Background: an optimization exercise with open tools, aiming at small area. Do not read the settings as production practice.
Function was checked by simulation only, so behaviour that the tests miss may differ from the original.
Power is estimated from default activity; no workload was simulated.

==> design.v <==
module pst_brain_v2 (
    input  wire        clk,
    input  wire        rst_n,
    input  wire [7:0]  cur0, cur1, cur2, cur3,
    output wire [7:0]  phase0, phase1, phase2, phase3,
    output wire [2:0]  winner,
    output wire [7:0]  winner_score,
    output wire [7:0]  winner_rel,
    output wire [7:0]  w_ab, w_ac, w_ad, w_bc, w_bd, w_cd,
    output wire [7:0]  seq_slot_A, seq_slot_B,
    output wire        seq_force_valid,
    output wire [7:0]  seq_force_pred,
    output wire [7:0]  pred_out,
    output wire [7:0]  pred_err,
    output wire        reward_out,
    output wire [2:0]  gamma_cnt,
    output wire        theta_tick,
    output wire        episode_last,
    output wire [2:0]  ep_winner,
    output wire [3:0]  ep_strength,
    output wire        ep_valid,
    output wire        exploit_mode,
    output wire        explore_mode,
    output wire [1:0]  confidence_level,
    output wire [2:0]  theta_cnt,
    output wire        delta_tick,
    output wire [2:0]  topic_winner,
    output wire [2:0]  topic_strength,
    output wire        topic_valid,
    output wire        err_explore
);
    integer i;
    function [8:0] addc;
        input [7:0] a;
        input [7:0] b;
        input       ci;
        integer k;
        reg c;
        begin
            c = ci;
            for (k = 0; k < 8; k = k + 1) begin
                addc[k] = a[k] ^ b[k] ^ c;
                c = (a[k] & b[k]) | (c & (a[k] ^ b[k]));
            end
            addc[8] = c;
        end
    endfunction
    function gt8;
        input [7:0] a;
        input [7:0] b;
        integer k;
        reg g;
        begin
            g = 1'b0;
            for (k = 0; k < 8; k = k + 1)
                g = a[k] ? (~b[k] | g) : (~b[k] & g);
            gt8 = g;
        end
    endfunction
    function [7:0] decr;
        input [7:0] r;
        input       dec;
        integer k;
        reg b;
        begin
            b = dec;
            for (k = 0; k < 8; k = k + 1) begin
                decr[k] = r[k] ^ b;
                b = b & ~r[k];
            end
        end
    endfunction
    function [7:0] cdist;
        input [7:0] r;
        integer k;
        reg c;
        reg [7:0] x;
        begin
            x = r ^ {8{r[7]}};
            c = r[7];
            for (k = 0; k < 8; k = k + 1) begin
                cdist[k] = x[k] ^ c;
                c = c & x[k];
            end
        end
    endfunction
    function [7:0] crel;
        input [7:0] r;
        begin
            crel = decr(r ^ {8{~r[7]}}, r[7]);
        end
    endfunction
    reg [7:0] gph;
    reg       cs;
    always @(posedge clk or negedge rst_n) begin
        if (!rst_n) begin
            gph <= 8'd0;
            cs  <= 1'b0;
        end else begin
            gph <= gph + 8'd1;
            cs  <= &gph;
        end
    end
    reg [2:0] gcnt;
    reg       tht;
    reg [2:0] tcnt;
    reg       dlt;
    always @(posedge clk or negedge rst_n) begin
        if (!rst_n) begin
            gcnt <= 3'd0;
            tht  <= 1'b0;
            tcnt <= 3'd0;
            dlt  <= 1'b0;
        end else begin
            tht <= cs & (&gcnt);
            if (cs) gcnt <= gcnt + 3'd1;
            dlt <= tht & tcnt[2];
            if (tht) tcnt <= tcnt[2] ? 3'd0 : tcnt + 3'd1;
        end
    end
    assign gamma_cnt    = gcnt;
    assign theta_tick   = tht;
    assign episode_last = &gcnt;
    assign theta_cnt    = tcnt;
    assign delta_tick   = dlt;
    wire [31:0] cur_all = {cur3, cur2, cur1, cur0};
    reg  [31:0] rem;
    reg  [31:0] ph;
    reg  [3:0]  fired;
    reg  [35:0] nd;
    always @(*) begin
        for (i = 0; i < 4; i = i + 1)
            nd[9*i +: 9] = addc(rem[8*i +: 8], ~cur_all[8*i +: 8], 1'b1);
    end
    reg  [3:0]  fired_d;
    reg  [31:0] ph_d;
    always @(*) begin
        for (i = 0; i < 4; i = i + 1) begin
            fired_d[i]     = ~cs & (fired[i] | ~nd[9*i+8]);
            ph_d[8*i +: 8] = (~cs & ~fired[i] & ~nd[9*i+8]) ? gph : ph[8*i +: 8];
        end
    end
    always @(posedge clk or negedge rst_n) begin
        if (!rst_n) begin
            rem   <= {4{8'd199}};
            ph    <= {32{1'b1}};
            fired <= 4'd0;
        end else begin
            for (i = 0; i < 4; i = i + 1) begin
                rem[8*i +: 8] <= cs ? 8'd199 : nd[9*i +: 8];
            end
            fired <= fired_d;
            ph    <= ph_d;
        end
    end
    assign phase0 = ph[7:0];
    assign phase1 = ph[15:8];
    assign phase2 = ph[23:16];
    assign phase3 = ph[31:24];
    reg [31:0] sp;
    reg [3:0]  sf;
    always @(posedge clk) begin
        if (&gph) sp <= ph_d;
    end
    always @(posedge clk or negedge rst_n) begin
        if (!rst_n)  sf <= 4'd0;
        else if (&gph) sf <= fired_d;
    end
    reg  [2:0] winner_r;
    reg  [7:0] wscore_r, wrel_r;
    reg        mm20_r, mm40_r, eq_r;
    reg  [3:0] stab;
    reg  [47:0] w;
    reg  [20:0] ews;
    reg  [11:0] tws;
    wire       dph = gcnt[0];           
    reg  [7:0] sA, sB, fpred, my_pred, pout, perr;
    reg        lw, fvalid;
    reg  [1:0] ezc;
    reg  [2:0] ehc;
    reg  [1:0] conf;
    reg  [2:0] epw;
    reg  [3:0] eps;
    reg  [2:0] tw, ts;
    wire epv = |eps;
    wire tv  = |ts;
    wire err_forced = (ehc >= 3'd5);
    wire in_mm      = ~(stab >= 4'd10) & mm20_r;
    wire explore    = err_forced | in_mm | (epv & (eps <= 4'd5) & (conf <= 2'd2));
    wire ctx_gate   = fvalid | explore | mm40_r;
    reg  [7:0] bs, wa;
    reg  [2:0] bi;
    wire       sact  = (&gph[7:4]) & ~(gph[2] & gph[1]);
    wire       spass = gph[3];
    wire [2:0] si    = sact ? gph[2:0] : cs ? winner_r : bi;
    wire       sfirst = (gph[2:0] == 3'd0);
    reg [7:0] spa, spb;
    reg       sfa, sfb;
    reg [5:0] sw;
    always @(*) begin
        case (si)
            3'd0:    begin spa = sp[7:0];   sfa = sf[0]; spb = sp[15:8];  sfb = sf[1]; sw = w[7:2];   end
            3'd1:    begin spa = sp[7:0];   sfa = sf[0]; spb = sp[23:16]; sfb = sf[2]; sw = w[15:10]; end
            3'd2:    begin spa = sp[7:0];   sfa = sf[0]; spb = sp[31:24]; sfb = sf[3]; sw = w[23:18]; end
            3'd3:    begin spa = sp[15:8];  sfa = sf[1]; spb = sp[23:16]; sfb = sf[2]; sw = w[31:26]; end
            3'd4:    begin spa = sp[15:8];  sfa = sf[1]; spb = sp[31:24]; sfb = sf[3]; sw = w[39:34]; end
            default: begin spa = sp[23:16]; sfa = sf[2]; spb = sp[31:24]; sfb = sf[3]; sw = w[47:42]; end
        endcase
    end
    wire [8:0] sdiff = addc(spa, ~spb, 1'b1);
    wire [7:0] srel  = (sfa & sfb) ? crel(sdiff[7:0]) : 8'd0;
    wire       sb2   = ~explore & epv & (epw == si);
    wire       sb1   = ~explore & tv  & (tw  == si);
    wire [8:0] ssum1 = addc({1'b0, srel[7:1]}, {2'b0, (ctx_gate ? 6'd0 : sw)}, 1'b0);
    wire [8:0] sscore = addc(ssum1[7:0], {5'b0, sb2, sb1, 1'b0}, 1'b0);
    wire       sne   = (gph[2:0] != bi);
    wire [2:0] vc = gph[2:0];
    reg  [3:0] emv;
    reg  [2:0] emi, tmi, tmv;
    always @(posedge clk) begin
        if (sact & ~spass) begin
            if (sfirst | gt8(sscore[7:0], bs)) begin
                bs <= sscore[7:0];
                bi <= si;
            end
        end
        if (sact & spass) begin
            if (sne & (sfirst | gt8(srel, wa))) wa <= srel;
            else if (sfirst)                    wa <= 8'd0;
        end
    end
    wire       ewin  = (gph[7:6] == 2'b10) & ~(gph[5] & gph[4]);
    wire       twin  = (gph[7:6] == 2'b11) & ~(gph[5] & gph[4]);
    wire [2:0] ec    = gph[5:3];
    wire       vlast = (gph[2:0] == 3'd7);
    wire       vtail = twin ? (tws[11:9] == ec) : (ews[20:18] == ec);
    reg  [2:0] ecnt;
    wire [8:0] etot  = addc({5'b0, ecnt}, 8'd0, twin ? (epw == ec) : (winner_r == ec));
    always @(posedge clk) begin
        if (gph[2:0] == 3'd0)                     ecnt <= {2'b0, vtail};
        else if (ewin ? ~vlast : ~gph[2])         ecnt <= ecnt + {2'b0, vtail};
        if (ewin & vlast & ((ec == 3'd0) | gt8({4'b0, etot[3:0]}, {4'b0, emv}))) begin
            emv <= etot[3:0];
            emi <= ec;
        end
        if (twin & vlast & ((ec == 3'd0) | gt8({5'b0, etot[2:0]}, {5'b0, tmv}))) begin
            tmv <= etot[2:0];
            tmi <= ec;
        end
    end
    wire [8:0] wad    = addc(wa, ~srel, 1'b1);
    wire       d20    = gt8(wad[7:0], 8'd20);
    wire       d40    = gt8(wad[7:0], 8'd40);
    wire       mm20   = gt8(srel, 8'd235) ? (wad[8] | d20) : (wad[8] & d20);
    wire       mm40   = gt8(srel, 8'd215) ? (wad[8] | d40) : (wad[8] & d40);
    reg  [7:0] brel;
    reg        bm20, bm40;
    always @(posedge clk) begin
        brel <= srel;
        bm20 <= mm20;
        bm40 <= mm40;
    end
    always @(posedge clk or negedge rst_n) begin
        if (!rst_n) begin
            winner_r <= 3'd0;
            wscore_r <= 8'd0;
            wrel_r   <= 8'd0;
            mm20_r   <= 1'b0;
            mm40_r   <= 1'b0;
            eq_r     <= 1'b1;
            stab     <= 4'd0;
        end else if (cs) begin
            winner_r <= bi;
            wscore_r <= bs;
            wrel_r   <= brel;
            mm20_r   <= bm20;
            mm40_r   <= bm40;
            eq_r     <= (bi == winner_r);
            if (eq_r) stab <= (stab >= 4'd10) ? 4'd10 : stab + 4'd1;
            else      stab <= 4'd0;
        end
    end
    assign winner       = winner_r;
    assign winner_score = wscore_r;
    assign winner_rel   = wrel_r;
    reg [7:0] act;
    always @(*) begin
        case (winner_r)
            3'd0:    act = 8'd0;
            3'd1:    act = 8'd43;
            3'd2:    act = 8'd85;
            3'd3:    act = 8'd128;
            3'd4:    act = 8'd170;
            default: act = 8'd213;
        endcase
    end
    wire       lfa    = sfa;
    wire       lfb    = sfb;
    wire       wf     = sfa | sfb;
    wire [7:0] lr     = sdiff[7:0];
    reg  [1:0] wsel_lo;
    always @(*) begin
        case (winner_r)
            3'd0:    wsel_lo = w[1:0];
            3'd1:    wsel_lo = w[9:8];
            3'd2:    wsel_lo = w[17:16];
            3'd3:    wsel_lo = w[25:24];
            3'd4:    wsel_lo = w[33:32];
            default: wsel_lo = w[41:40];
        endcase
    end
    wire [7:0] wsel   = {sw, wsel_lo};
    wire       lclose = lr[7] ? gt8(lr, 8'd225) : ~gt8(lr, 8'd30);
    wire       prot    = tv & ~explore;
    wire [8:0] lsum    = addc(wsel, lr[7] ? {4'b0, reward_out, ~reward_out, 2'b0} : 8'hFE, 1'b0);
    wire [7:0] lval    = lr[7] ? (gt8(lsum[7:0], 8'd190) ? 8'd190 : lsum[7:0])
                               : (gt8(lsum[7:0], 8'd80)  ? lsum[7:0] : 8'd80);
    wire       dolearn = lfa & lfb & lclose & (lr[7] | ((|lr) & ~prot));
    always @(posedge clk or negedge rst_n) begin
        if (!rst_n) begin
            w   <= {6{8'd128}};
        end else begin
            for (i = 0; i < 6; i = i + 1) begin
                if (cs & ~dph & dolearn & (winner_r == i))
                    w[8*i +: 8] <= lval;
                else
                    w[8*i +: 8] <= decr(w[8*i +: 8], cs & dph & ~prot & gt8(w[8*i +: 8], 8'd80));
            end
        end
    end
    assign w_ab = w[7:0];   assign w_ac = w[15:8];  assign w_ad = w[23:16];
    assign w_bc = w[31:24]; assign w_bd = w[39:32]; assign w_cd = w[47:40];
    reg  [7:0] dAr, snr;
    reg        isA, smr;
    wire       u100 = (gph == 8'd253);
    wire       u101 = (gph == 8'd254);
    wire       u102 = &gph;
    wire [7:0] scur  = isA ? sA : sB;
    wire [7:0] ux    = u100 ? sA : u101 ? sB : u102 ? scur : my_pred;
    wire [8:0] uraw  = addc(act, ~ux, 1'b1);
    wire [7:0] ud    = cdist(uraw[7:0]);
    wire       udn   = uraw[7];
    wire [7:0] ustep = {2'b0, ud[7:3], ud[2] | ~(|ud[7:3])};
    wire [8:0] ures  = addc(ux, ustep ^ {8{udn}}, udn);
    wire [7:0] unext = (udn ^ ures[8]) ? {8{~udn}} : ures[7:0];
    wire       umove = (|ud[7:2]) | (&ud[1:0]);
    always @(posedge clk) begin
        dAr <= ud;
        if (u101) isA <= ~gt8(dAr, ud);
        snr <= unext;
        smr <= umove;
    end
    always @(posedge clk or negedge rst_n) begin
        if (!rst_n) begin
            sA     <= 8'd0;
            sB     <= 8'd213;
            lw     <= 1'b0;
            fpred  <= 8'd213;
            fvalid <= 1'b0;
        end else if (cs) begin
            if (wf) begin
                if (smr) begin
                    if (isA) sA <= snr;
                    else     sB <= snr;
                end
                if (lw == isA) fpred <= scur;
                fvalid <= (lw == isA);
                lw     <= ~isA;
            end else begin
                fvalid <= 1'b0;
            end
        end
    end
    assign seq_slot_A      = sA;
    assign seq_slot_B      = sB;
    assign seq_force_valid = fvalid;
    assign seq_force_pred  = fpred;
    always @(posedge clk or negedge rst_n) begin
        if (!rst_n) begin
            my_pred <= 8'd128;
            pout    <= 8'd128;
            perr    <= 8'd0;
        end else if (cs & wf) begin
            perr <= ud;
            if (fvalid)     my_pred <= fpred;
            else if (umove) my_pred <= unext;
            pout <= fvalid ? fpred : my_pred;
        end
    end
    assign pred_out = pout;
    assign pred_err = perr;
    always @(posedge clk or negedge rst_n) begin
        if (!rst_n) begin
            ezc    <= 2'd0;
            ehc    <= 3'd0;
        end else if (cs) begin
            if (perr < 8'd5) begin
                ezc    <= (ezc == 2'd3) ? 2'd3 : ezc + 2'd1;
            end else begin
                ezc    <= 2'd0;
            end
            if (perr > 8'd50) begin
                if (ehc < 3'd5) ehc <= ehc + 3'd1;
            end else begin
                ehc <= 3'd0;
            end
        end
    end
    assign reward_out  = &ezc;
    assign err_explore = err_forced;
    always @(posedge clk or negedge rst_n) begin
        if (!rst_n) begin
            conf      <= 2'd0;
        end else if (tht && epv) begin
            if (eps >= 4'd6) begin
                conf      <= 2'd3;
            end else begin
                conf      <= (conf == 2'd3) ? 2'd2 : 2'd1;
            end
        end
    end
    assign exploit_mode     = &conf;
    assign explore_mode     = explore;
    assign confidence_level = conf;
    always @(posedge clk) begin
        ews <= {ews[17:0], (cs ? winner_r : ews[20:18])};
    end
    always @(posedge clk or negedge rst_n) begin
        if (!rst_n) begin
            epw <= 3'd0;
            eps <= 4'd0;
        end else if (tht) begin
            epw <= emi;
            eps <= emv;
        end
    end
    assign ep_winner   = epw;
    assign ep_strength = eps;
    assign ep_valid    = epv;
    always @(posedge clk) begin
        if (tht | twin) tws <= {tws[8:0], (tht ? epw : tws[11:9])};
    end
    always @(posedge clk or negedge rst_n) begin
        if (!rst_n) begin
            tw  <= 3'd0;
            ts  <= 3'd0;
        end else if (dlt) begin
            if (tmv >= 3'd3) tw <= tmi;
            ts  <= tmv;
        end
    end
    assign topic_winner   = tw;
    assign topic_strength = ts;
    assign topic_valid    = tv;
endmodule
==> flow/run.sh <==
#!/bin/bash
# Own layout flow: the standard layout (standard.sh, unchanged synthesis),
# with two layout choices changed:
#  - the port buffers that buffer_ports inserts use the smallest buffer cell
#  - the clock tree is built from clkbuf_8 clusters without dummy loads
# Each tool's output is kept in a log file in the work folder.
set -euo pipefail
export BUFFER_PORTS_ARGS="-buffer_cell sky130_fd_sc_hd__buf_1"
export CTS_ARGS="-sink_clustering_enable -repair_clock_nets -sink_clustering_size 24 -sink_clustering_max_diameter 80 -buf_list sky130_fd_sc_hd__clkbuf_16 -dont_use_dummy_load"
bash standard.sh synth > synth.log 2>&1
bash standard.sh > layout.log 2>&1
==> standard.sh <==
#!/bin/bash
# synth_recipe.tcl (not shown) runs the flow's synth.tcl, then flattens the netlist and writes it again
# the make line also repeats each setting of config.mk as NAME=value (left out here)
make -C /OpenROAD-flow-scripts/flow DESIGN_CONFIG=/design/flow/config.mk WORK_HOME=/design/flow/orfs CLKGATE_MAP_FILE= SYNTH_SCRIPT=/design/flow/synth_recipe.tcl "${@:-finish}"
==> config.mk <==
export PLATFORM = sky130hd
export DESIGN_NAME = pst_brain_v2
export DESIGN_NICKNAME = pst_brain_v2
export VERILOG_FILES = /design/flow/design.v
export SDC_FILE = /design/flow/constraint.sdc
export NUM_CORES = 4
export LEC_CHECK = 0
export ABC_AREA = 1
export CAP_MARGIN = 20
export CORE_MARGIN = 2
export CORE_UTILIZATION = 35
export SLEW_MARGIN = 20
==> constraint.sdc <==
create_clock -name core_clock -period 40.0 [get_ports {clk}]
set_input_delay 8.0000 -clock core_clock [delete_from_list [all_inputs] [get_ports {clk}]]
set_output_delay 8.0000 -clock core_clock [all_outputs]
set_load 0.01 [all_outputs]
==> results of run 1 <==
-- registers in the layout (all words and copies together) (netlist names), 12 cells and up --
signal and flops:
rem 32, w 48, ph 32, sp 32, ews 21, tws 12
-- worst max path at each step --
stage | startpoint | slack (ns) | endpoint | depth (start not counted)
detailed placement | cur2[0] | 28.51 | sp[18]$_DFFE_PN_ | 13
global route | gph[4]$_DFF_PN0_ | 27.71 | my_pred[0]$_DFFE_PN0P_ | 54
CTS | gph[4]$_DFF_PN0_ | 28.65 | my_pred[0]$_DFFE_PN0P_ | 54
floorplan | cur1[0] | 28.95 | sp[10]$_DFFE_PN_ | 13
global placement | cur1[0] | 28.57 | sp[11]$_DFFE_PN_ | 13
finish | gph[4]$_DFF_PN0_ | 28.68 | my_pred[6]$_DFFE_PN0P_ | 55
-- power groups by stage --
stage / Combinational [mW] / Clock, mW / Sequential (mW)
2_1_floorplan: 0.0535 / 0 / 0.430
3_5_place_dp: 0.0869 / 0 / 0.432
6_report: 0.0858 / 0.239 / 0.424
4_1_cts: 0.0886 / 0.247 / 0.425
3_3_place_gp: 0.0836 / 0 / 0.431
5_1_grt: 0.102 / 0.262 / 0.428
-- layer usage --
| metal | track usage | vias to the layer above | wire length [um] |
|---|---|---|---|
| met4 | 0.05489 | 0 | 1318 |
| met2 | 0.2961 | 376 | 22910 |
| li1 | - | 6481 | - |
| met3 | 0.03119 | 71 | 2841 |
| met5 | 0 | - | 0 |
| met1 | 0.2534 | 6561 | 22260 |
-- logic make-up after synthesis --
group / count (synthesis) / synth area share
AOI/OAI and AO/OA: 346 / 0.1110
xor gates and xnor gates: 45 / 0.02167
adders and majority gates: 152 / 0.1314
buffers and inverters: 349 / 0.07538
DFF: 361 / 0.5092
muxes: 4 / 0.002407
and+or+nand+nor: 634 / 0.1490
-- through the flow --
step           hold WS [ns]  setup WS (ns)
2_1_floorplan        0.3096          28.95
3_3_place_gp         0.3102          28.57
3_5_place_dp         0.3121          28.51
4_1_cts              0.3091          28.65
5_1_grt              0.3146          27.71
6_report             0.3124          28.68
-- cell usage in the layout (no fill, tap or decap), types with 3 or more instances in the layout --
cell type and n:
a211oi_1 3, a21oi_1 34, a21oi_4 3, a221oi_1 3, a22oi_1 9, a31oi_1 18, buf_1 202, buf_4 5
clkbuf_16 26, clkinv_1 4, dfrtp_1 161, dfstp_2 71, dfxtp_1 50, edfxtp_1 78, fa_1 65, ha_1 87
inv_1 286, inv_2 11, mux2_2 3, nand2_1 420, nand2_2 13, nand2_4 5, nand3_1 34, nand4_1 11
nor2_1 96, nor2_2 4, nor2_4 5, nor3_1 13, nor4_1 10, o211ai_1 10, o21a_1 6, o21ai_0 204
o21ai_1 12, o21ai_2 3, o221ai_1 6, o22ai_1 15, or2_2 15, xnor2_1 15, xor2_1 30
-- cell type report --
class / count / share of cell area
tap: 680 / 0.04196
inverter: 301 / 0.05572
timing repair buffer: 209 / 0.04060
multi-input combinational: 1181 / 0.3727
sequential: 361 / 0.4569
clock buffer: 26 / 0.03209
==> flow_metrics.py, run 1 <==
metrics = {
    "synth": {
        "synth.cell_area_sq_mm": 0.01819,
        "synth.area.top_cells": "dfrtp_1 22%, edfxtp_1 13%, dfstp_2 10%, nand2_1 8.7%, fa_1 7.2%",
        "synthCells": 1891,
        "synth.avg_cell_area_sq_um": 9.620,
        "synth_common_cells": "420 x nand2_1, 286 x inv_1, 204 x o21ai_0, 162 x dfrtp_1, 96 x nor2_1",
        "synth.net_count": 2077,
        "synthArstFlopShare": 0.6454,
        "ys_warn_count": 1,
        "ys_seq_area_frac": 0.5092,
        "ys_ff_latch": 361,
        "synth_cell_types": 64,
        "ys.flop_type": "dfrtp_1",
        "yosysTopAreaCellShare": 0.2228,
        "synth_area_leader_cell": "dfrtp_1",
        "synth-edff-count": 78,
        "synth_most_common_cell": "nand2_1",
    },
    "floorplanning": {
        "dieArea_sq_mm": 0.05381,
        "die_y_um": 232.0,
        "die_w_um": 232.0,
        "num_rows": 83,
        "start_util": 0.3546,
        "core_area_sq_mm": 0.05130,
        "io_pins": 204,
    },
    "global_routing": {
        "grt_max_degree": 164,
        "grt-ovfl-total": 0,
        "antenna_found_initial": 0,
        "grt_pass1_vias": 13230,
        "grt_pass1_wl_mm": 76.71,
        "grt.total_usage": 0.1838,
    },
    "cells_and_area": {
        "instances_no_fill": 2758,
        "fillers": 5166,
        "seq_area_sq_mm": 0.009264,
        "drive_gt1_frac": 0.08566,
        "stdcell_area_sq_mm": 0.02028,
        "multiInputGateArea_sq_mm": 0.007557,
        "syn2layout_area_growth_pct": 11.46,
        "diodes": 0,
        "fin_nets": 2266,
        "utilization": 0.3952,
    },
    "flow_run": {
        "drv_cap": 0,
    },
    "cts": {
        "cts_hold_buf": 0,
        "cts-resized-gates": 0,
        "cts.sink_count": 361,
        "cts_buffers": 26,
        "cts_tree": "yes",
        "clockRootBuffer": "clkbuf_16",
        "h-tree-depth": 1,
        "cts.clk_slew.worst_paths_ns": 0.10,
        "clk_path_buf_depth": 3,
        "cts_setup_buffers": 0,
        "worstSkewPairLatency_ns": 0.58,
    },
    "power": {
        "finalPower_uw": 749.1,
        "seqPwrFrac": 0.567,
        "p_switching_uw": 188.2,
        "power.density_mw_per_mm2": 36.95,
        "p_int_uw": 560.9,
        "clkPwrFrac": 0.319,
        "power.switching_fraction": 0.2513,
        "vdd_drop_max_mv": 0.02905,
        "combPwrFrac": 0.115,
        "power_leakage_nw": 8.842,
    },
    "worst_hold_path": {
        "hp-start": "ews[14]$_DFF_P_",
        "hold_depth": 0,
        "hp-class": "reg2reg",
        "hold_end": "ews[17]$_DFF_P_",
    },
    "routing": {
        "drt_iter0_markers": 934,
        "via_per_inst": 4.891,
        "first_pass_iters": 5,
        "totalWireLength_mm": 49.33,
        "antenna_left": 0,
        "routedWlPerCell_um": 17.89,
        "drc_errors": 0,
        "vias": 13490,
    },
    "setup_path": {
        "crit_fanout": 13,
        "crit_type": "reg2reg",
        "startpoint_type": "flop",
        "endpoint_kind": "flop",
        "cpPeakStageDelay_ns": 0.58,
        "cp.required_ns": 40.51,
        "rr_worst_depth": 55,
        "crit_path_frequent_cell": "inv_1",
        "arrival_ns": 11.83,
        "worst-r2r-setup-slack_ns": 28.68,
        "slowest_stage": "dfrtp_1",
        "r2r_end": "my_pred[6]$_DFFE_PN0P_",
        "critPathTopFamily": "adder cells",
        "regToRegStartpoint": "gph[4]$_DFF_PN0_",
        "critPathBufInv": 15,
    },
    "timing": {
        "timing.final.crit_share": 0.2830,
        "rsz0062_at_grt": "no",
        "clock.fmax_mhz": 88.34,
        "tightestPinTransition_ns": 1.056,
        "clock_skew_ns": 0.04209,
        "report.final.slew_viol_count": 0,
        "relSlewSlack": 0.2933,
        "fin_tns_setup_ns": 0,
        "hold_viol": 0,
        "finalSetupViolCount": 0,
        "fin_crit_ns": 11.32,
    },
    "placed_design": {
        "place_area_sq_mm": 0.01963,
        "hpwl_mm": 37.65,
        "port_buffers": 203,
        "place.gp.congestion": 0.9019,
        "dp_cells": 2732,
    },
    "status": {
        "status": "finished clean",
    },
}
==> inputs of run 2 (changes only) <==
--- a/flow/run.sh
+++ b/flow/run.sh
@@ -7,5 +7,5 @@
 set -euo pipefail
 export BUFFER_PORTS_ARGS="-buffer_cell sky130_fd_sc_hd__buf_1"
-export CTS_ARGS="-sink_clustering_enable -repair_clock_nets -sink_clustering_size 24 -sink_clustering_max_diameter 80 -buf_list sky130_fd_sc_hd__clkbuf_16 -dont_use_dummy_load"
+export CTS_ARGS="-sink_clustering_enable -repair_clock_nets -sink_clustering_size 16 -sink_clustering_max_diameter 70 -buf_list sky130_fd_sc_hd__clkbuf_8 -dont_use_dummy_load"
 bash standard.sh synth > synth.log 2>&1
 bash standard.sh > layout.log 2>&1
==> flow_metrics.py, run 2 <==
metrics = {
    "synth": {
        "yosysTopAreaCellShare": 0.2228,
        "synth_area_leader_cell": "dfrtp_1",
        "synth.avg_cell_area_sq_um": 9.620,
        "synth.net_count": 2077,
        "synth_cell_types": 64,
        "synth_most_common_cell": "nand2_1",
        "synthCells": 1891,
        "ys_seq_area_frac": 0.5092,
        "synth.area.top_cells": "dfrtp_1 22%, edfxtp_1 13%, dfstp_2 10%, nand2_1 8.7%, fa_1 7.2%",
        "ys_ff_latch": 361,
        "synth_common_cells": "420 x nand2_1, 286 x inv_1, 204 x o21ai_0, 162 x dfrtp_1, 96 x nor2_1",
        "ys_warn_count": 1,
        "synth-edff-count": 78,
        "synth.cell_area_sq_mm": 0.01819,
        "synthArstFlopShare": 0.6454,
        "ys.flop_type": "dfrtp_1",
    },
    "global_routing": {
        "grt.total_usage": 0.1832,
        "antenna_found_initial": 1,
        "grt_pass1_wl_mm": 76.42,
        "grt-ovfl-total": 0,
        "grt_pass1_vias": 13220,
        "grt_max_degree": 164,
    },
    "timing": {
        "finalSetupViolCount": 0,
        "setup_slack_ns": 28.68,
        "clock.fmax_mhz": 88.35,
        "fin_tns_setup_ns": 0,
        "report.final.slew_viol_count": 0,
        "rsz0062_at_grt": "no",
        "clock_skew_ns": 0.07064,
        "relSlewSlack": 0.2966,
        "tightestPinTransition_ns": 1.051,
        "timing.final.crit_share": 0.2830,
        "fin_crit_ns": 11.32,
        "hold_viol": 0,
    },
    "setup_path": {
        "slowest_stage": "dfrtp_1",
        "rr_worst_depth": 55,
        "startpoint_type": "flop",
        "cpPeakStageDelay_ns": 0.58,
        "endpoint": "my_pred[4]$_DFFE_PN0P_",
        "endpoint_kind": "flop",
        "worst-r2r-setup-slack_ns": 28.68,
        "cp.required_ns": 40.58,
        "r2r_end": "my_pred[4]$_DFFE_PN0P_",
        "arrival_ns": 11.90,
        "regToRegStartpoint": "gph[4]$_DFF_PN0_",
        "crit_path_frequent_cell": "inv_1",
        "critPathTopFamily": "adder cells",
        "cp-startpoint": "gph[4]$_DFF_PN0_",
        "crit_type": "reg2reg",
        "crit_cells": 55,
        "critPathBufInv": 15,
        "crit_fanout": 13,
    },
    "routing": {
        "drc_errors": 0,
        "routedWlPerCell_um": 17.90,
        "totalWireLength_mm": 49.46,
        "via_per_inst": 4.881,
        "vias": 13490,
        "drt_iter0_markers": 941,
        "first_pass_iters": 5,
        "antenna_left": 0,
    },
    "floorplanning": {
        "io_pins": 204,
        "die_y_um": 232.0,
        "core_area_sq_mm": 0.05130,
        "dieArea_sq_mm": 0.05381,
        "start_util": 0.3546,
        "die_w_um": 232.0,
        "num_rows": 83,
    },
    "status": {
        "status": "finished clean",
    },
    "cts": {
        "worstSkewPairLatency_ns": 0.65,
        "cts_hold_buf": 0,
        "cts_tree": "yes",
        "cts.sink_count": 361,
        "clockRootBuffer": "clkbuf_8",
        "clk_path_buf_depth": 3,
        "cts-resized-gates": 0,
        "cts_setup_buffers": 0,
        "h-tree-depth": 1,
        "cts_buffers": 30,
        "cts.clk_slew.worst_paths_ns": 0.11,
    },
    "cells_and_area": {
        "stdcell_area_sq_mm": 0.02004,
        "final_common_cell": "nand2_1",
        "mostFrequentLayoutCells": "420 x nand2_1, 286 x inv_1, 204 x o21ai_0",
        "top_register": "w",
        "drive_gt1_frac": 0.08742,
        "largest_reg_flops": 48,
        "utilization": 0.3906,
        "syn2layout_area_growth_pct": 10.17,
        "fin_nets": 2270,
    },
    "power": {
        "power_leakage_nw": 8.738,
        "vdd_drop_max_mv": 0.01958,
        "power.density_mw_per_mm2": 34.77,
        "finalPower_uw": 696.7,
    },
    "placed_design": {
        "port_buffers": 203,
        "post-place-ws_ns": 28.51,
        "place_area_sq_mm": 0.01963,
        "hpwl_mm": 37.65,
        "place.gp.congestion": 0.9019,
    },
    "flow_run": {
        "drv_cap": 0,
    },
    "worst_hold_path": {
        "hp-class": "reg2reg",
    },
}
-- run 2: cell types whose count changed in the layout (fill, tap and decap cells not counted) --
cell	delta
clkbuf_16	-26
clkbuf_8	+30
diode_2	+1
-- run 2: stage by stage --
stage               hold slack [ns]  instances
CTS                          0.3255       2762
finish                       0.3245       2763
detailed placement           0.3121       2732
floorplan                    0.3096       1891
global placement             0.3102       2732
global route                 0.3215       2763
-- run 2: worst min-delay path by stage --
stage	startpoint	to	slack (ns)	depth (start not counted)
global placement	ews[14]$_DFF_P_	ews[17]$_DFF_P_	0.31	0
detailed placement	ews[2]$_DFF_P_	ews[5]$_DFF_P_	0.31	0
global route	ews[8]$_DFF_P_	ews[11]$_DFF_P_	0.32	0
CTS	ews[8]$_DFF_P_	ews[11]$_DFF_P_	0.33	0
floorplan	ews[7]$_DFF_P_	ews[10]$_DFF_P_	0.31	0
finish	ews[8]$_DFF_P_	ews[11]$_DFF_P_	0.32	0
-- run 2: logic make-up (layout without fill, tap and decap cells) --
family,Yosys count,count (layout),share of synthesized area
adders and majority gates,152,152,0.1314
buffers and inverters,349,540,0.07538
and+or+nand+nor,634,634,0.1490
xor gates and xnor gates,45,45,0.02167
AOI/OAI and AO/OA,346,346,0.1110
DFF,361,361,0.5092
other,0,1,0
muxes,4,4,0.002407
-- run 2: layout make-up --
cell class                      instances  area [sq um]
Fill cell                            5201         31260
Inverter                              301          1130
Timing Repair Buffer                  209         823.3
Antenna cell                            1         2.502
Tap cell                              680         850.8
Multi-Input combinational cell       1181          7557
Clock buffer                           30         412.9
Sequential cell                       361          9264
-- run 2: report_power, final --
part	internal, mW	total, mW	leakage [nW]	switching (mW)
Clock	0.0666	0.187	0.216	0.120
Sequential	0.412	0.424	3.99	0.0125
Combinational	0.0342	0.0859	4.53	0.0516
Total	0.513	0.697	8.74	0.184
-- run 2: metal layers --
metal  GRT usage  vias to the layer above  wire length, um
met5           0                        -                0
met4     0.05489                        0             1349
met3     0.03193                       71             2713
met2      0.2958                      341            22960
met1      0.2516                     6583            22440
li1            -                     6491                -
==> inputs of run 3 (changes only) <==
--- a/design.v
+++ b/design.v
@@ -189,5 +189,6 @@
     wire explore    = err_forced | in_mm | (epv & (eps <= 4'd5) & (conf <= 2'd2));
     wire ctx_gate   = fvalid | explore | mm40_r;
-    reg  [7:0] bs, wa;
+    reg  [7:0] bs, brel;
+    reg        a20, a40;
     reg  [2:0] bi;
     wire       sact  = (&gph[7:4]) & ~(gph[2] & gph[1]);
@@ -214,4 +215,9 @@
     wire [8:0] ssum1 = addc({1'b0, srel[7:1]}, {2'b0, (ctx_gate ? 6'd0 : sw)}, 1'b0);
     wire [8:0] sscore = addc(ssum1[7:0], {5'b0, sb2, sb1, 1'b0}, 1'b0);
+    wire [8:0] wad   = addc(srel, ~brel, 1'b1);
+    wire       d20   = gt8(wad[7:0], 8'd20);
+    wire       d40   = gt8(wad[7:0], 8'd40);
+    wire       mm20  = gt8(brel, 8'd235) ? (wad[8] | d20) : (wad[8] & d20);
+    wire       mm40  = gt8(brel, 8'd215) ? (wad[8] | d40) : (wad[8] & d40);
     wire       sne   = (gph[2:0] != bi);
     wire [2:0] vc = gph[2:0];
@@ -225,7 +231,8 @@
             end
         end
+        if (gph == 8'd246) brel <= srel;
         if (sact & spass) begin
-            if (sne & (sfirst | gt8(srel, wa))) wa <= srel;
-            else if (sfirst)                    wa <= 8'd0;
+            a20 <= (~sfirst & a20) | (sne & mm20);
+            a40 <= (~sfirst & a40) | (sne & mm40);
         end
     end
@@ -249,16 +256,4 @@
         end
     end
-    wire [8:0] wad    = addc(wa, ~srel, 1'b1);
-    wire       d20    = gt8(wad[7:0], 8'd20);
-    wire       d40    = gt8(wad[7:0], 8'd40);
-    wire       mm20   = gt8(srel, 8'd235) ? (wad[8] | d20) : (wad[8] & d20);
-    wire       mm40   = gt8(srel, 8'd215) ? (wad[8] | d40) : (wad[8] & d40);
-    reg  [7:0] brel;
-    reg        bm20, bm40;
-    always @(posedge clk) begin
-        brel <= srel;
-        bm20 <= mm20;
-        bm40 <= mm40;
-    end
     always @(posedge clk or negedge rst_n) begin
         if (!rst_n) begin
@@ -274,6 +269,6 @@
             wscore_r <= bs;
             wrel_r   <= brel;
-            mm20_r   <= bm20;
-            mm40_r   <= bm40;
+            mm20_r   <= a20;
+            mm40_r   <= a40;
             eq_r     <= (bi == winner_r);
             if (eq_r) stab <= (stab >= 4'd10) ? 4'd10 : stab + 4'd1;
@@ -325,5 +320,5 @@
                     w[8*i +: 8] <= lval;
                 else
-                    w[8*i +: 8] <= decr(w[8*i +: 8], cs & dph & ~prot & gt8(w[8*i +: 8], 8'd80));
+                    w[8*i +: 8] <= decr(w[8*i +: 8], cs & dph & ~prot & (w[8*i +: 8] != 8'd80));
             end
         end
==> flow_metrics.py, run 3 <==
metrics = {
    "status": {
        "status": "finished clean",
    },
    "power": {
        "power_leakage_nw": 9.522,
        "seqPwrFrac": 0.606,
        "p_switching_uw": 177.1,
        "power.switching_fraction": 0.2601,
        "clkPwrFrac": 0.268,
        "power.density_mw_per_mm2": 33.66,
        "combPwrFrac": 0.126,
        "p_int_uw": 503.8,
        "finalPower_uw": 680.8,
        "vdd_drop_max_mv": 0.02352,
    },
    "setup_path": {
        "crit_path_frequent_cell": "inv_1",
        "cp.required_ns": 40.49,
        "crit_type": "reg2reg",
        "arrival_ns": 12.05,
        "slowest_stage": "and2_1",
        "cpPeakStageDelay_ns": 0.57,
        "endpoint_kind": "flop",
        "startpoint_type": "flop",
        "crit_fanout": 14,
    },
    "timing": {
        "clock.fmax_mhz": 86.50,
        "relSlewSlack": 0.4510,
        "fin_crit_ns": 11.56,
        "tightestPinTransition_ns": 0.8205,
        "finalSetupViolCount": 0,
        "report.final.slew_viol_count": 0,
        "rsz0062_at_grt": "no",
        "timing.final.crit_share": 0.2890,
        "hold_viol": 0,
        "fin_tns_setup_ns": 0,
        "clock_skew_ns": 0.06504,
    },
    "cells_and_area": {
        "fin_nets": 2317,
        "stdcell_area_sq_mm": 0.02023,
        "largest_reg_flops": 48,
        "top_register": "w",
        "diodes": 0,
        "syn2layout_area_growth_pct": 10.14,
        "drive_gt1_frac": 0.09112,
        "instances_no_fill": 2809,
        "mostFrequentLayoutCells": "475 x nand2_1, 313 x inv_1, 202 x buf_1",
        "final_common_cell": "nand2_1",
        "utilization": 0.3919,
    },
    "cts": {
        "worstSkewPairLatency_ns": 0.64,
        "h-tree-depth": 1,
        "cts_tree": "yes",
        "cts_buffers": 30,
        "cts_setup_buffers": 0,
        "cts.sink_count": 353,
        "cts_hold_buf": 0,
        "clockRootBuffer": "clkbuf_8",
        "cts.clk_slew.worst_paths_ns": 0.10,
        "clk_path_buf_depth": 3,
        "cts-resized-gates": 0,
    },
    "synth": {
        "synthXorXnorAreaFrac": 0.02139,
        "yosys.area_share.simple": 0.1747,
        "synthCells": 1936,
        "ys_ff_latch": 353,
        "synth_common_cells": "475 x nand2_1, 313 x inv_1, 162 x dfrtp_1, 131 x o21ai_0, 97 x nor2_1",
        "synth-edff-count": 80,
        "synth.cell_area_sq_mm": 0.01837,
        "ys_seq_area_frac": 0.4967,
        "synth_area_leader_cell": "dfrtp_1",
        "ys.flop_type": "dfrtp_1",
        "ys_warn_count": 1,
        "synth_compound_area_frac": 0.09476,
        "synth-adder-area-share": 0.1301,
        "synthMuxAreaShare": 0.003542,
        "synth_top_family_by_area": "simple AND/OR/NAND/NOR gates",
        "synth.area.top_cells": "dfrtp_1 22%, edfxtp_1 13%, dfstp_2 10%, nand2_1 9.7%, fa_1 7.1%",
        "yosysTopAreaCellShare": 0.2207,
        "synth.net_count": 2122,
        "synth.avg_cell_area_sq_um": 9.487,
        "synth_most_common_cell": "nand2_1",
        "synth_cell_types": 64,
        "synthArstFlopShare": 0.6601,
    },
    "placed_design": {
        "dp_cells": 2779,
        "hpwl_mm": 39.44,
        "port_buffers": 203,
        "place_area_sq_mm": 0.01981,
        "place.gp.congestion": 0.8801,
    },
    "global_routing": {
        "grt-ovfl-total": 0,
        "grt_max_degree": 74,
        "grt_pass1_wl_mm": 79.34,
        "antenna_found_initial": 0,
        "grt.total_usage": 0.1899,
        "grt_pass1_vias": 13820,
    },
    "floorplanning": {
        "die_y_um": 233.1,
        "num_rows": 83,
        "dieArea_sq_mm": 0.05432,
        "start_util": 0.3558,
        "die_w_um": 233.1,
        "io_pins": 204,
        "core_area_sq_mm": 0.05161,
    },
    "routing": {
        "drc_errors": 0,
        "antenna_left": 0,
        "totalWireLength_mm": 51.43,
        "routedWlPerCell_um": 18.31,
        "vias": 13750,
        "first_pass_iters": 5,
        "drt_iter0_markers": 1023,
        "via_per_inst": 4.896,
    },
    "flow_run": {
        "drv_cap": 0,
    },
    "worst_hold_path": {
        "hp-class": "reg2reg",
    },
}
run 3: changes by cell type in the layout (fill, tap and decap cells not counted), moves of 7 or more:
| cell | change |
|---|---|
| nand3_1 | +9 |
| xnor2_1 | -8 |
| or2_2 | -7 |
| nand2_1 | +55 |
| o21ai_1 | +13 |
| a21oi_1 | +9 |
| dfxtp_1 | -10 |
| nor2_8 | +7 |
| o21ai_0 | -73 |
| o21ai_2 | +10 |
| inv_1 | +27 |
| nand3_2 | +9 |
run 3: layout make-up:
class / count / area, sq um
Sequential cell: 353 / 9124
Clock buffer: 30 / 412.9
Timing Repair Buffer: 210 / 822.0
Inverter: 322 / 1211
Tap cell: 680 / 850.8
Multi-Input combinational cell: 1214 / 7809
Fill cell: 5120 / 31380
run 3: critical path: cells and delay by family, from the launching register on:
| family | cells | cell delay, ns |
|---|---|---|
| buffers and inverters | 20 | 2.12 |
| flip-flops | 1 | 0.46 |
| adder cells (fa/ha/maj) | 21 | 5.45 |
| XOR/XNOR | 2 | 0.45 |
| AO/OA/AOI/OAI | 5 | 0.94 |
| AND/OR/NAND/NOR | 12 | 2.01 |
run 3: per-stage QoR:
step           hold WS (ns)  worst slack, ns
3_5_place_dp         0.3128            28.49
6_report             0.3276            28.44
5_1_grt              0.3320            27.52
4_1_cts              0.3284            28.49
2_1_floorplan        0.3096            28.95
3_3_place_gp         0.3129            28.55
run 3: kinds of logic after synthesis:
family / after synthesis
compound gates: 298
xor+xnor: 44
fa+ha+maj: 152
buf+inv: 369
flops: 353
mux: 6
simple gates: 714
run 3: layer usage:
| metal | GRT usage | part of all wire | vias to the layer above |
|---|---|---|---|
| li1 | - | - | 6562 |
| met1 | 0.2429 | 0.42 | 6702 |
| met2 | 0.3203 | 0.48 | 387 |
| met3 | 0.03955 | 0.064 | 103 |
| met4 | 0.06150 | 0.035 | 0 |
| met5 | 0 | 0 | - |
run 3: final timing paths:
path	from	to	slack (ns)	cells past startpoint
setup / recovery	gph[0]$_DFF_PN0_	my_pred[2]$_DFFE_PN0P_	28.44	60
hold / removal	ews[14]$_DFF_P_	ews[17]$_DFF_P_	0.33	0
setup reg to reg	gph[0]$_DFF_PN0_	my_pred[2]$_DFFE_PN0P_	28.44	60
hold reg to reg	ews[14]$_DFF_P_	ews[17]$_DFF_P_	0.33	0
max in group asynchronous	rst_n	my_pred[2]$_DFFE_PN0P_	30.51	3
min in group asynchronous	rst_n	rem[11]$_DFF_PN0_	7.41	1
run 3: power groups by stage:
stage / logic [mW] / registers, mW / clock network [mW]
floorplan: 0.0533 / 0.421 / 0
global placement: 0.0829 / 0.420 / 0
detailed placement: 0.0865 / 0.421 / 0
CTS: 0.0884 / 0.414 / 0.190
global route: 0.101 / 0.416 / 0.204
finish: 0.0856 / 0.413 / 0.182
==> inputs of run 4 (changes only) <==
--- a/design.v
+++ b/design.v
@@ -320,5 +320,5 @@
                     w[8*i +: 8] <= lval;
                 else
-                    w[8*i +: 8] <= decr(w[8*i +: 8], cs & dph & ~prot & (w[8*i +: 8] != 8'd80));
+                    w[8*i +: 8] <= decr(w[8*i +: 8], cs & dph & ~prot & gt8(w[8*i +: 8], 8'd80));
             end
         end
==> flow_metrics.py, run 4 <==
metrics = {
    "setup_path": {
        "crit_fanout": 13,
        "startpoint_type": "flop",
        "slowest_stage": "dfrtp_1",
        "cpPeakStageDelay_ns": 0.48,
        "critPathBufInv": 15,
        "regToRegStartpoint": "gph[0]$_DFF_PN0_",
        "crit_type": "reg2reg",
        "cp-startpoint": "gph[0]$_DFF_PN0_",
        "arrival_ns": 11.67,
        "critPathTopFamily": "adder cells",
        "worst-r2r-setup-slack_ns": 28.87,
        "endpoint_kind": "flop",
        "crit_path_frequent_cell": "inv_1",
        "cp.required_ns": 40.54,
    },
    "synth": {
        "synth.area.top_cells": "dfrtp_1 22%, edfxtp_1 13%, dfstp_2 10%, nand2_1 8.9%, fa_1 7.2%",
        "synth_most_common_cell": "nand2_1",
        "synth_cell_types": 57,
        "ys_ff_latch": 353,
        "synthArstFlopShare": 0.6601,
        "synth.net_count": 2081,
        "ys_warn_count": 1,
        "ys_seq_area_frac": 0.5036,
        "synth.avg_cell_area_sq_um": 9.559,
        "synth-edff-count": 80,
        "synth_common_cells": "430 x nand2_1, 319 x inv_1, 169 x o21ai_0, 162 x dfrtp_1, 102 x nor2_1",
        "yosysTopAreaCellShare": 0.2238,
        "ys.flop_type": "dfrtp_1",
        "synth.cell_area_sq_mm": 0.01811,
        "synthCells": 1895,
        "synth_area_leader_cell": "dfrtp_1",
    },
    "routing": {
        "routedWlPerCell_um": 17.70,
        "via_per_inst": 4.822,
        "antenna_left": 0,
        "first_pass_iters": 5,
        "totalWireLength_mm": 49.02,
        "drt_iter0_markers": 911,
        "drc_errors": 0,
        "vias": 13350,
    },
    "cells_and_area": {
        "seq_area_sq_mm": 0.009124,
        "multiInputGateArea_sq_mm": 0.007473,
        "drive_gt1_frac": 0.07807,
        "instances_no_fill": 2769,
        "syn2layout_area_growth_pct": 9.842,
        "fillers": 5143,
        "mostFrequentLayoutCells": "430 x nand2_1, 318 x inv_1, 202 x buf_1",
        "fin_nets": 2276,
        "largest_reg_flops": 48,
        "top_register": "w",
        "final_common_cell": "nand2_1",
        "stdcell_area_sq_mm": 0.01990,
    },
    "timing": {
        "hold-worst-slack_ns": 0.3354,
        "hold_viol": 0,
        "fin_tns_setup_ns": 0,
        "finalSetupViolCount": 0,
        "relSlewSlack": 0.4221,
        "fin_crit_ns": 11.13,
        "clock_skew_ns": 0.05154,
        "rsz0062_at_grt": "no",
        "setup_slack_ns": 28.87,
        "tightestPinTransition_ns": 0.8669,
        "report.final.slew_viol_count": 0,
        "clock.fmax_mhz": 89.87,
        "timing.final.crit_share": 0.2782,
    },
    "cts": {
        "cts_setup_buffers": 0,
        "cts.sink_count": 353,
        "cts_hold_buf": 0,
        "h-tree-depth": 1,
        "cts_buffers": 29,
        "clockRootBuffer": "clkbuf_8",
        "cts-resized-gates": 0,
        "clk_path_buf_depth": 3,
        "worstSkewPairLatency_ns": 0.63,
        "cts_tree": "yes",
        "cts.clk_slew.worst_paths_ns": 0.10,
    },
    "global_routing": {
        "antenna_found_initial": 2,
        "grt_busiest_layer": "met2",
        "grt-ovfl-total": 0,
        "grt.total_usage": 0.1831,
        "grt_use_met1": 0.2476,
        "grt_pass1_vias": 13380,
        "grt_pass1_wl_mm": 76.04,
        "use_met3": 0.03014,
        "grt.met2_usage": 0.2929,
        "grt_max_degree": 67,
    },
    "placed_design": {
        "hpwl_mm": 37.94,
        "port_buffers": 203,
        "dp_cells": 2739,
        "place.gp.congestion": 0.9166,
        "post-place-ws_ns": 28.44,
        "place_area_sq_mm": 0.01949,
    },
    "floorplanning": {
        "num_rows": 83,
        "die_y_um": 231.5,
        "io_pins": 204,
        "die_w_um": 231.5,
        "core_area_sq_mm": 0.05120,
        "dieArea_sq_mm": 0.05359,
        "start_util": 0.3538,
    },
    "worst_hold_path": {
        "hp-start": "ews[0]$_DFF_P_",
        "hp-class": "reg2reg",
    },
    "power": {
        "power_leakage_nw": 9.103,
        "power.density_mw_per_mm2": 33.95,
        "vdd_drop_max_mv": 0.01997,
    },
    "flow_run": {
        "drv_cap": 0,
    },
    "status": {
        "status": "finished clean",
    },
}
## run 4: cell types whose count changed in the layout (fill, tap and decap cells not counted), moves of 10 or more
cell      delta
a221oi_1    +10
nand2_1     -45
o21ai_0     +38
o21ai_2     -11
## run 4: per-layer routing
layer  vias up  share of wire
met5         -              0
met4         0          0.037
met3        87          0.056
met2       339           0.46
met1      6471           0.45
li1       6454              -
## run 4: path summary, 6_finish.rpt
path	end	cells after the start
max	my_pred[0]$_DFFE_PN0P_	52
max reg2reg	my_pred[0]$_DFFE_PN0P_	52
max in group asynchronous	rem[27]$_DFF_PN0_	3
min in group asynchronous	tw[0]$_DFFE_PN0P_	1
min reg2reg	ews[3]$_DFF_P_	0
min	ews[3]$_DFF_P_	0
## run 4: cell families after synthesis
family                     synth area share
adders and majority gates            0.1319
AOI/OAI and AO/OA                    0.1042
xor gates and xnor gates            0.02031
and+or+nand+nor                      0.1513
DFF                                  0.5036
buffers and inverters               0.08406
muxes                              0.004697
## run 4: area by class of cell
cell class	count	area share
Clock buffer	29	0.02006
Timing Repair Buffer	209	0.04075
Tap cell	680	0.04276
Antenna cell	1	0.0001258
Inverter	329	0.06219
Multi-Input combinational cell	1168	0.3756
Sequential cell	353	0.4585
## run 4: power breakdown
part,switching [mW],internal (mW),leakage (nW)
logic,0.0505,0.0344,4.97
registers,0.0103,0.403,3.93
clock network,0.113,0.0645,0.209
## run 4: worst reg2reg max path: cells and delay by family, from the launching register on
kind                       cells  cell delay [ns]
and+or+nand+nor                6             1.64
DFF                            1             0.48
buffers and inverters         15             1.40
adders and majority gates     21             5.39
AOI/OAI and AO/OA              8             1.72
xor gates and xnor gates       2             0.39
## run 4: per-stage QoR
step | utilization | power, mW
detailed placement | 0.3807 | 0.5069
finish | 0.3886 | 0.6756
floorplan | - | 0.4738
CTS | 0.3885 | 0.6878
global placement | 0.3807 | 0.5019
global route | 0.3886 | 0.7160
==> inputs of run 5 (changes only) <==
--- a/flow/run.sh
+++ b/flow/run.sh
@@ -7,5 +7,5 @@
 set -euo pipefail
 export BUFFER_PORTS_ARGS="-buffer_cell sky130_fd_sc_hd__buf_1"
-export CTS_ARGS="-sink_clustering_enable -repair_clock_nets -sink_clustering_size 16 -sink_clustering_max_diameter 70 -buf_list sky130_fd_sc_hd__clkbuf_8 -dont_use_dummy_load"
+export CTS_ARGS="-sink_clustering_enable -repair_clock_nets -sink_clustering_size 18 -sink_clustering_max_diameter 75 -buf_list sky130_fd_sc_hd__clkbuf_8 -dont_use_dummy_load"
 bash standard.sh synth > synth.log 2>&1
 bash standard.sh > layout.log 2>&1
==> flow_metrics.py, run 5 <==
metrics = {
    "status": {
        "status": "finished clean",
    },
    "global_routing": {
        "grt_max_degree": 67,
        "grt_pass1_wl_mm": 75.93,
        "grt.total_usage": 0.1829,
        "grt_pass1_vias": 13380,
        "antenna_found_initial": 2,
        "grt-ovfl-total": 0,
    },
    "synth": {
        "ys_warn_count": 1,
        "synth.net_count": 2081,
        "synth.avg_cell_area_sq_um": 9.559,
        "synth.area.top_cells": "dfrtp_1 22%, edfxtp_1 13%, dfstp_2 10%, nand2_1 8.9%, fa_1 7.2%",
        "ys_seq_area_frac": 0.5036,
        "ys.flop_type": "dfrtp_1",
        "synth_cell_types": 57,
        "synth.cell_area_sq_mm": 0.01811,
        "synthArstFlopShare": 0.6601,
        "synth-edff-count": 80,
        "yosysTopAreaCellShare": 0.2238,
        "synth_common_cells": "430 x nand2_1, 319 x inv_1, 169 x o21ai_0, 162 x dfrtp_1, 102 x nor2_1",
        "ys_ff_latch": 353,
        "synth_most_common_cell": "nand2_1",
        "synth_area_leader_cell": "dfrtp_1",
        "synthCells": 1895,
    },
    "routing": {
        "routedWlPerCell_um": 17.69,
        "totalWireLength_mm": 48.94,
        "via_per_inst": 4.834,
        "vias": 13370,
        "first_pass_iters": 5,
        "drt_iter0_markers": 985,
        "drc_errors": 0,
        "antenna_left": 0,
    },
    "cts": {
        "cts_buffers": 26,
        "clk_path_buf_depth": 3,
        "cts.clk_slew.worst_paths_ns": 0.12,
        "cts_setup_buffers": 0,
        "clockRootBuffer": "clkbuf_8",
        "cts_hold_buf": 0,
        "worstSkewPairLatency_ns": 0.64,
        "h-tree-depth": 1,
        "cts_tree": "yes",
        "cts-resized-gates": 0,
        "cts.sink_count": 353,
    },
    "timing": {
        "tightestPinTransition_ns": 0.8717,
        "report.final.slew_viol_count": 0,
        "fin_tns_setup_ns": 0,
        "hold-worst-slack_ns": 0.3277,
        "relSlewSlack": 0.4189,
        "clock.fmax_mhz": 89.63,
        "clock_skew_ns": 0.08275,
        "finalSetupViolCount": 0,
        "fin_crit_ns": 11.16,
        "rsz0062_at_grt": "no",
        "hold_viol": 0,
        "timing.final.crit_share": 0.2789,
    },
    "setup_path": {
        "crit_fanout": 13,
        "arrival_ns": 11.67,
        "crit_cells": 52,
        "cpPeakStageDelay_ns": 0.48,
        "crit_type": "reg2reg",
        "critPathTopFamily": "adder cells",
        "endpoint_kind": "flop",
        "startpoint_type": "flop",
        "rr_worst_depth": 52,
        "slowest_stage": "dfrtp_1",
        "critPathBufInv": 15,
        "crit_path_frequent_cell": "inv_1",
        "cp.required_ns": 40.51,
    },
    "floorplanning": {
        "core_area_sq_mm": 0.05120,
        "die_w_um": 231.5,
        "start_util": 0.3538,
        "num_rows": 83,
        "die_y_um": 231.5,
        "dieArea_sq_mm": 0.05359,
        "io_pins": 204,
    },
    "cells_and_area": {
        "drive_gt1_frac": 0.07674,
        "largest_reg_flops": 48,
        "top_register": "w",
        "mostFrequentLayoutCells": "430 x nand2_1, 318 x inv_1, 202 x buf_1",
        "utilization": 0.3878,
        "instances_no_fill": 2766,
        "final_common_cell": "nand2_1",
        "fin_nets": 2273,
        "fillers": 5152,
        "syn2layout_area_growth_pct": 9.614,
    },
    "worst_hold_path": {
        "hp-class": "reg2reg",
        "hold_depth": 0,
    },
    "power": {
        "power.density_mw_per_mm2": 33.61,
        "vdd_drop_max_mv": 0.02093,
        "power_leakage_nw": 9.082,
    },
    "placed_design": {
        "place.gp.congestion": 0.9166,
        "dp_cells": 2739,
        "port_buffers": 203,
        "hpwl_mm": 37.94,
    },
    "flow_run": {
        "drv_cap": 0,
    },
}
run 5: cell counts after synthesis:
No cell type changed its count.
run 5: final timing paths:
check                           slack [ns]                      end        startpoint
worst max-delay path                 28.84   my_pred[0]$_DFFE_PN0P_  gph[1]$_DFF_PN0_
worst min-delay path                  0.33           ews[4]$_DFF_P_    ews[1]$_DFF_P_
worst max register to register       28.84   my_pred[0]$_DFFE_PN0P_  gph[1]$_DFF_PN0_
worst min register to register        0.33           ews[4]$_DFF_P_    ews[1]$_DFF_P_
max in group asynchronous            30.44  wscore_r[1]$_DFFE_PN0P_             rst_n
min in group asynchronous             7.50          w[46]$_DFF_PN0_             rst_n
run 5: cells by family (layout without fill, tap and decap cells):
group,after synthesis,in the layout,share of synthesized area
compound gates,325,325,0.1042
other cells,0,1,0
fa+ha+maj,152,152,0.1319
mux,8,8,0.004697
simple gates,641,641,0.1513
buf+inv,374,564,0.08406
flops,353,353,0.5036
xor+xnor,42,42,0.02031
run 5: final cells by class:
| class | instances | area (sq um) | area share |
|---|---|---|---|
| clock buffer | 26 | 357.8 | 0.01802 |
| inverter | 329 | 1237 | 0.06232 |
| timing repair buffer | 209 | 810.8 | 0.04083 |
| sequential | 353 | 9124 | 0.4595 |
| antenna | 1 | 2.502 | 0.0001260 |
| tap | 680 | 850.8 | 0.04285 |
| multi-input combinational | 1168 | 7473 | 0.3764 |
run 5: through the flow:
| stage | worst slack [ns] | power [mW] | cell area, sq um |
|---|---|---|---|
| final | 28.84 | 0.6674 | 19860 |
| after CTS | 28.91 | 0.6795 | 19850 |
| after floorplan | 28.95 | 0.4738 | 18110 |
| after detailed placement | 28.44 | 0.5069 | 19490 |
| after global placement | 28.59 | 0.5019 | 19490 |
| after global routing | 28.04 | 0.7076 | 19860 |
run 5: metal layers:
metal	share of wire	GRT usage	wire length, um	up-vias
met5	0	0	0	-
met1	0.45	0.2466	22050	6515
li1	-	-	-	6447
met2	0.46	0.2943	22510	330
met3	0.053	0.02891	2600	80
met4	0.036	0.07339	1785	0
run 5: power by group:
part           total, mW  leakage (nW)  switching [mW]  internal, mW
Clock              0.169         0.187           0.111        0.0582
Sequential         0.413          3.93          0.0102         0.403
Combinational     0.0848          4.97          0.0504        0.0344
Total              0.667          9.08           0.172         0.496
==> inputs of run 6 (changes only) <==
--- a/flow/run.sh
+++ b/flow/run.sh
@@ -7,5 +7,5 @@
 set -euo pipefail
 export BUFFER_PORTS_ARGS="-buffer_cell sky130_fd_sc_hd__buf_1"
-export CTS_ARGS="-sink_clustering_enable -repair_clock_nets -sink_clustering_size 18 -sink_clustering_max_diameter 75 -buf_list sky130_fd_sc_hd__clkbuf_8 -dont_use_dummy_load"
+export CTS_ARGS="-sink_clustering_enable -repair_clock_nets -sink_clustering_size 16 -sink_clustering_max_diameter 70 -buf_list \"sky130_fd_sc_hd__clkbuf_4 sky130_fd_sc_hd__clkbuf_8\" -dont_use_dummy_load"
 bash standard.sh synth > synth.log 2>&1
 bash standard.sh > layout.log 2>&1
==> flow_metrics.py, run 6 <==
metrics = {
    "synth": {
        "ys_ff_latch": 353,
        "synth.cell_area_sq_mm": 0.01811,
        "synth_area_leader_cell": "dfrtp_1",
        "synth.avg_cell_area_sq_um": 9.559,
        "synth_cell_types": 57,
        "synthCells": 1895,
        "synthArstFlopShare": 0.6601,
        "ys_warn_count": 1,
        "ys.flop_type": "dfrtp_1",
        "synth_common_cells": "430 x nand2_1, 319 x inv_1, 169 x o21ai_0, 162 x dfrtp_1, 102 x nor2_1",
        "synth.net_count": 2081,
        "yosysTopAreaCellShare": 0.2238,
        "ys_seq_area_frac": 0.5036,
        "synth-edff-count": 80,
        "synth_most_common_cell": "nand2_1",
        "synth.area.top_cells": "dfrtp_1 22%, edfxtp_1 13%, dfstp_2 10%, nand2_1 8.9%, fa_1 7.2%",
    },
    "timing": {
        "timing.final.crit_share": 0.2782,
        "hold_viol": 0,
        "clock_skew_ns": 0.05154,
        "fin_crit_ns": 11.13,
        "relSlewSlack": 0.4221,
        "rsz0062_at_grt": "no",
        "report.final.slew_viol_count": 0,
        "fin_tns_setup_ns": 0,
        "hold-worst-slack_ns": 0.3354,
        "tightestPinTransition_ns": 0.8669,
        "clock.fmax_mhz": 89.87,
        "finalSetupViolCount": 0,
    },
    "routing": {
        "vias": 13350,
        "first_pass_iters": 5,
        "drc_errors": 0,
        "drt_iter0_markers": 911,
        "via_per_inst": 4.822,
        "totalWireLength_mm": 49.02,
        "routedWlPerCell_um": 17.70,
        "antenna_left": 0,
    },
    "flow_run": {
        "drv_cap": 0,
    },
    "floorplanning": {
        "dieArea_sq_mm": 0.05359,
        "die_y_um": 231.5,
        "io_pins": 204,
        "num_rows": 83,
        "die_w_um": 231.5,
        "core_area_sq_mm": 0.05120,
        "start_util": 0.3538,
    },
    "cells_and_area": {
        "largest_reg_flops": 48,
        "utilization": 0.3886,
        "mostFrequentLayoutCells": "430 x nand2_1, 318 x inv_1, 202 x buf_1",
        "drive_gt1_frac": 0.07807,
        "final_common_cell": "nand2_1",
        "stdcell_area_sq_mm": 0.01990,
        "fin_nets": 2276,
        "syn2layout_area_growth_pct": 9.842,
        "top_register": "w",
    },
    "global_routing": {
        "antenna_found_initial": 2,
        "grt_busiest_layer": "met2",
        "grt_pass1_wl_mm": 76.04,
        "grt.total_usage": 0.1831,
        "grt_pass1_vias": 13380,
        "use_met3": 0.03014,
        "grt_use_met1": 0.2476,
        "grt-ovfl-total": 0,
        "grt_max_degree": 67,
        "grt.met2_usage": 0.2929,
    },
    "placed_design": {
        "place_area_sq_mm": 0.01949,
        "port_buffers": 203,
        "place.gp.congestion": 0.9166,
        "hpwl_mm": 37.94,
    },
    "cts": {
        "cts_setup_buffers": 0,
        "cts.clk_slew.worst_paths_ns": 0.10,
        "h-tree-depth": 1,
        "clk_path_buf_depth": 3,
        "cts_buffers": 29,
        "cts_hold_buf": 0,
        "worstSkewPairLatency_ns": 0.63,
        "cts.sink_count": 353,
        "clockRootBuffer": "clkbuf_8",
        "cts-resized-gates": 0,
        "cts_tree": "yes",
    },
    "power": {
        "power_leakage_nw": 9.103,
        "vdd_drop_max_mv": 0.01997,
        "power.density_mw_per_mm2": 33.95,
    },
    "status": {
        "status": "finished clean",
    },
    "setup_path": {
        "cpPeakStageDelay_ns": 0.48,
        "crit_type": "reg2reg",
        "worst-r2r-setup-slack_ns": 28.87,
        "regToRegStartpoint": "gph[0]$_DFF_PN0_",
        "r2r_end": "my_pred[0]$_DFFE_PN0P_",
        "endpoint": "my_pred[0]$_DFFE_PN0P_",
        "arrival_ns": 11.67,
        "endpoint_kind": "flop",
        "crit_fanout": 13,
        "startpoint_type": "flop",
        "slowest_stage": "dfrtp_1",
        "cp-startpoint": "gph[0]$_DFF_PN0_",
        "rr_worst_depth": 52,
        "crit_path_frequent_cell": "inv_1",
        "cp.required_ns": 40.54,
    },
    "worst_hold_path": {
        "hp-class": "reg2reg",
        "hp-start": "ews[0]$_DFF_P_",
    },
}
-- run 6: logic make-up after synthesis --
family / count (synthesis) / share of synthesized area
AO/OA/AOI/OAI: 325 / 0.1042
XOR/XNOR: 42 / 0.02031
adder cells (fa/ha/maj): 152 / 0.1319
buffers and inverters: 374 / 0.08406
flip-flops: 353 / 0.5036
multiplexers: 8 / 0.004697
AND/OR/NAND/NOR: 641 / 0.1513
-- run 6: metrics by stage --
stage                     std cells  setup slack, ns  power [mW]
final                          2769            28.87      0.6756
after global routing           2769            28.11      0.7160
after CTS                      2768            28.96      0.6878
after detailed placement       2739            28.44      0.5069
after global placement         2739            28.59      0.5019
after floorplan                1895            28.95      0.4738
-- run 6: worst min-delay path by stage --
stage	end	slack, ns	depth (start not counted)
after CTS	ews[3]$_DFF_P_	0.34	0
final	ews[3]$_DFF_P_	0.34	0
after floorplan	ews[10]$_DFF_P_	0.31	0
after global placement	ews[4]$_DFF_P_	0.31	0
after global routing	ews[14]$_DFF_P_	0.34	0
after detailed placement	ews[15]$_DFF_P_	0.31	0
-- run 6: layer usage --
metal,vias to the layer above,share of wire
met5,-,0
met4,0,0.037
met3,87,0.056
met2,339,0.46
met1,6471,0.45
li1,6454,-
-- run 6: area by class of cell --
| class | instances | area [sq um] |
|---|---|---|
| repair buffers | 209 | 810.8 |
| flip-flops and latches | 353 | 9124 |
| clock buffers | 29 | 399.1 |
| diodes | 1 | 2.502 |
| multi-input cells | 1168 | 7473 |
| fillers | 5143 | 31300 |
| well taps | 680 | 850.8 |
| inverters | 329 | 1237 |
-- run 6: power breakdown --
| part | internal (mW) | total [mW] | switching, mW |
|---|---|---|---|
| clock | 0.0645 | 0.178 | 0.113 |
| sequential | 0.403 | 0.413 | 0.0103 |
| combinational | 0.0344 | 0.0849 | 0.0505 |
| total | 0.502 | 0.676 | 0.174 |
-- run 6: worst max-delay path, delay by kind of cell, from the launching register on --
| kind | cells | cell delay [ns] |
|---|---|---|
| AOI/OAI and AO/OA | 8 | 1.72 |
| xor gates and xnor gates | 2 | 0.38 |
| adders and majority gates | 21 | 5.39 |
| buffers and inverters | 15 | 1.40 |
| DFF | 1 | 0.48 |
| and+or+nand+nor | 6 | 1.64 |

-- afterwards: timing with drivers on the ports --
How much do the figures lean on ideal ports? The routed layouts below were timed once more, with nothing changed but the port constraints.
Step 1 (the two cells are an assumption about what drives the block):
set clk [get_ports {clk}]
set_driving_cell -lib_cell sky130_fd_sc_hd__clkbuf_16 $clk
set_driving_cell -lib_cell sky130_fd_sc_hd__buf_2 [delete_from_list [all_inputs] $clk]
Step 2 moves the port delays by t, midway between the first and last clock arrival at a register: inputs arrive t later, outputs are due t later. That takes back most of the time a late clock gives input paths.
a / b / c = no drivers / after step 1 / after step 2; a / b = the first two.
run	t, ns	setup WS [ns]	worst register clock-pin slew, ns	cell pins on the clock port's net
run 1	0.609	28.680 / 28.680 / 28.493	0.10 / 0.10	1
run 2	0.673	28.681 / 28.681 / 28.503	0.11 / 0.11	1
run 3	0.662	28.440 / 28.440 / 28.440	0.10 / 0.10	1
run 4	0.649	28.873 / 28.873 / 28.498	0.10 / 0.10	1
run 5	0.649	28.843 / 28.843 / 28.529	0.12 / 0.12	1
run 6	0.649	28.873 / 28.873 / 28.498	0.10 / 0.10	1
After both steps setup and hold are still met in every run listed.
